Context: an optimization exercise on an open-source flow, tuned for small area, a short achievable clock period and few clock cycles. The choices shown serve that exercise and are no tape-out recipe.
In this exercise RTL edits were held to simulation tests only and were not proved equivalent to the original.

## Dual_mode_neuron
module Dual_mode_neuron (
    input wire clk,
    input wire rstn,
    input wire mode,     
    input wire signed [26 : 0] i_in,    
    output wire signed [26 : 0] v,
    output reg signed [26:0] h_0,
    output reg done
);
clock: 11.0 ns
lec_check: 0
abc_area: 1
cap_margin: 30
core_margin: 2
core_utilization: 40
place_density: 0.65
setup_slack_margin: 4.25
slew_margin: 30
run.sh (not shown) runs the stock make flow with config.mk's settings and CLKGATE_MAP_FILE= SYNTH_SCRIPT=/design/flow/synth_recipe.tcl, a recipe that flattens the netlist after the stock synthesis.
The starting point finished with timing, DRC and antenna clean.
Testbench counts at the start, summed over its fixed seeds: cycles 489,012.
Next try:
Settings changed: PLACE_DENSITY 0.65 to 0.75, SETUP_SLACK_MARGIN 4.25 to 3.5.
Register-to-register slack is worse by 390 ps.
Setup slack loses 420 ps.
Wire length came out lower by 3.2%.
Final area went down by 2.9%.
Non-clock buffer count falls by 176.
Critical path depth falls by 7.
Final cell count drops by 0.90%.
Die area stays the same.
Next try:
Settings changed: SETUP_SLACK_MARGIN 3.5 to 5.
Count of clock-buffer cells in the layout rises by 3.
Area after synthesis stays the same.
Global-route usage rises by 2.0 points.
Die area is unchanged.
First-iteration DRC count rises by roughly a tenth.
Routed wire length rises by a little under a tenth.
Final area rises by roughly a tenth.
Next try:
Settings changed: PLACE_DENSITY 0.75 to 0.55, SETUP_SLACK_MARGIN 5 to 3.75.
Result:
- clock skew hardly moves
- cell area goes down by 10%
- setup slack gets worse by 370 ps
- wire length came out lower by 0.81%
- cell count drops by 3.7%
- sequential share of layout area went up by 2.7 points


== job 947 ==
Dual_mode_neuron again, from the RTL that the note above started with.
clock: 11.0 ns
lec_check: 0
abc_area: 1
cap_margin: 30
core_margin: 2
core_utilization: 40
place_density: 0.55
setup_slack_margin: 4
slew_margin: 30
Testbench counts of job 947, summed over its fixed seeds: cycles 489,012.
What job 3637 does differently from job 947 at the input level:
Settings: a deleted ABC_AREA that had been 1; a change of SETUP_SLACK_MARGIN from 4 to 3.5; a change of PLACE_DENSITY from 0.55 to 0.75.
[summary]
Compared with job 947, job 3637 shows a lower pin count of the biggest net entering global routing.
Job 3637 vs job 947, smallest setup slack after layout went down by 0.67 ns.
Comparing job 3637 and job 947, the lower fmax is on job 3637.
Final cell count without fillers: job 3637 lower than job 947
Job 947 → job 3637: routed wire length decreased about 12%; fraction of area in multi-input gates now sits higher; shortest period the worst path allows now larger; synthesized netlist cell count moved down.
## Diff of input files: job 7645 against job 3637
Settings: putting ABC_AREA at 1 where nothing was set; swapping 3.5 for 4 in SETUP_SLACK_MARGIN; swapping 0.75 for 0.65 in PLACE_DENSITY.
==> summary.txt <==
- Achievable clock frequency on job 7645 is up relative to job 3637.
- On final number of hold-violating endpoints, job 7645 and job 3637 are neck and neck.
- [job 7645 vs job 3637] headroom to the max-slew limit: lower in job 7645
- Job 7645 vs job 3637 — non-clock buffer count dropped 13%.
- Wire length on job 7645 is up relative to job 3637.
- Side by side, depth of the worst register-to-register path turned out higher in job 7645 than in job 3637.
- Against job 3637, first-iteration DRC count in job 7645 fell by a little under 10%.
- [diff] total die area, job 7645 relative to job 3637: regression
The following lists how job 9406 was set up differently from job 7645:
Settings: a change of SETUP_SLACK_MARGIN from 4 to 3.5.
[summary]
- Timing endpoint of the critical path: pr1[30] -> job 9406, pr1[27] -> job 7645
- Going from job 7645 to job 9406, detailed route wirelength on metal2 down about 3%, number of standard cells in the layout, taps in and fillers out now smaller.
- Comparing job 7645 and job 9406, relative area change from synthesis to final layout is higher on job 7645.
--- input diff job 9406..job 666 ---
Settings: CORE_UTILIZATION: 40 -> 47; PLACE_DENSITY: 0.65 -> 0.75; SETUP_SLACK_MARGIN: 3.5 -> 4.
Results
Job 666 completed end to end with timing, DRC and antenna clean. Taking job 9406 as the reference, in job 666 fraction of standard cell area in multi-input logic increased by 0.31 points relative to the old numbers; layout overhead on the synthesized area increased by 0.55 points relative to the old numbers; final-layout non-clock buffer area share increased by 0.61 points relative to the old numbers; detail-routed net length per standard cell decreased by about 1.7% relative to the old numbers.
Setup changes, job 666 to job 1731
Settings: setting TNS_END_PERCENT to 30 for the first time; changing CORE_UTILIZATION from 47 to 40.
Results
- Job 1731 vs. job 666: global-route track usage on met3 shows a reduction of 2.8 points, worst path required time picked up an extra 0.07 ns.
- Wire length of the first global-routing pass: job 1731 worse than job 666
- Job 1731 has less setup slack than job 666.
- The design area reported for job 1731 is greater than that of job 666 by about 1%.
- Looking only at final cell count, and setting everything else aside, the higher value of job 666 and job 1731 goes to job 1731.


== old ==
Dual_mode_neuron again, from the RTL that the note above started with.
==> flow/config.mk <==
export PLATFORM = sky130hd
export DESIGN_NAME = Dual_mode_neuron
export DESIGN_NICKNAME = Dual_mode_neuron
export VERILOG_FILES = /design/flow/design.v
export SDC_FILE = /design/flow/constraint.sdc
export NUM_CORES = 8
export LEC_CHECK = 0
export ABC_AREA = 1
export CAP_MARGIN = 30
export CORE_MARGIN = 2
export CORE_UTILIZATION = 40
export PLACE_DENSITY = 0.75
export SETUP_SLACK_MARGIN = 4
export SLEW_MARGIN = 30
==> flow/constraint.sdc <==
create_clock -name core_clock -period 11.0 [get_ports {clk}]
set_input_delay 2.2000 -clock core_clock [delete_from_list [all_inputs] [get_ports {clk}]]
set_output_delay 2.2000 -clock core_clock [all_outputs]
set_load 0.01 [all_outputs]
Testbench counts of old, summed over its fixed seeds: cycles 489,012.
#### Input delta (new over old)
- PLACE_DENSITY now 0.45, was 0.75
==> comparison <==
new finished every step from synthesis to the final layout, and the layout passed the timing, design-rule and antenna checks. Between new and old, total area of multi-input combinational cells is higher for new, old comes in under that. For the relative area change from synthesis to final layout, new came in 0.91 points higher than old did. Comparing new and old, the lower critical path depth was measured on old. The final reports for new and old show detailed-route wire length higher in the former. The sequential cell area was comparable across new and old.

port drivers added, routing unchanged:
The flow's constraints put no driver on any port. The routed layouts listed below were extracted and timed again, unchanged, in two steps. Step 1 sets driving cells, clkbuf_16 on the clock port and buf_2 on the other inputs (assumed; they add their load-dependent delay and slew). Step 2 also shifts input and output timing later by t, the mid clock arrival at the registers, as if the neighbouring blocks saw the same clock. a / b / c = ideal / step 1 / step 2; a / b = the first two.
run | t (ns) | setup slack, ns | latest minus earliest clock arrival (ns) | pins driven straight from the clock port
the first run of note 1 | 0.957 | 3.860 / 3.860 / 3.274 | 0.074 / 0.074 | 1
the second run of note 1 | 0.966 | 3.442 / 3.474 / 2.548 | 0.068 / 0.068 | 1
the third run of note 1 | 0.977 | 4.084 / 4.084 / 3.650 | 0.079 / 0.079 | 1
the fourth run of note 1 | 0.971 | 3.711 / 3.742 / 2.829 | 0.078 / 0.078 | 1
job 947 | 0.962 | 4.009 / 4.023 / 3.111 | 0.091 / 0.091 | 1
job 3637 | 0.960 | 3.337 / 3.337 / 2.590 | 0.088 / 0.089 | 1
job 7645 | 0.957 | 4.013 / 4.037 / 3.132 | 0.077 / 0.077 | 1
job 9406 | 0.966 | 3.518 / 3.523 / 2.618 | 0.067 / 0.067 | 1
job 666 | 0.958 | 3.901 / 3.901 / 3.062 | 0.035 / 0.035 | 1
job 1731 | 0.963 | 3.848 / 3.859 / 2.950 | 0.070 / 0.070 | 1
old | 0.972 | 3.902 / 3.902 / 3.006 | 0.065 / 0.065 | 1
new | 0.988 | 3.900 / 3.900 / 3.053 | 0.148 / 0.147 | 1
After both steps every run listed still meets setup and hold. The setup slack of job 9406, which loses most, moves by +0.005 ns with the drivers and by -0.900 ns with both steps.
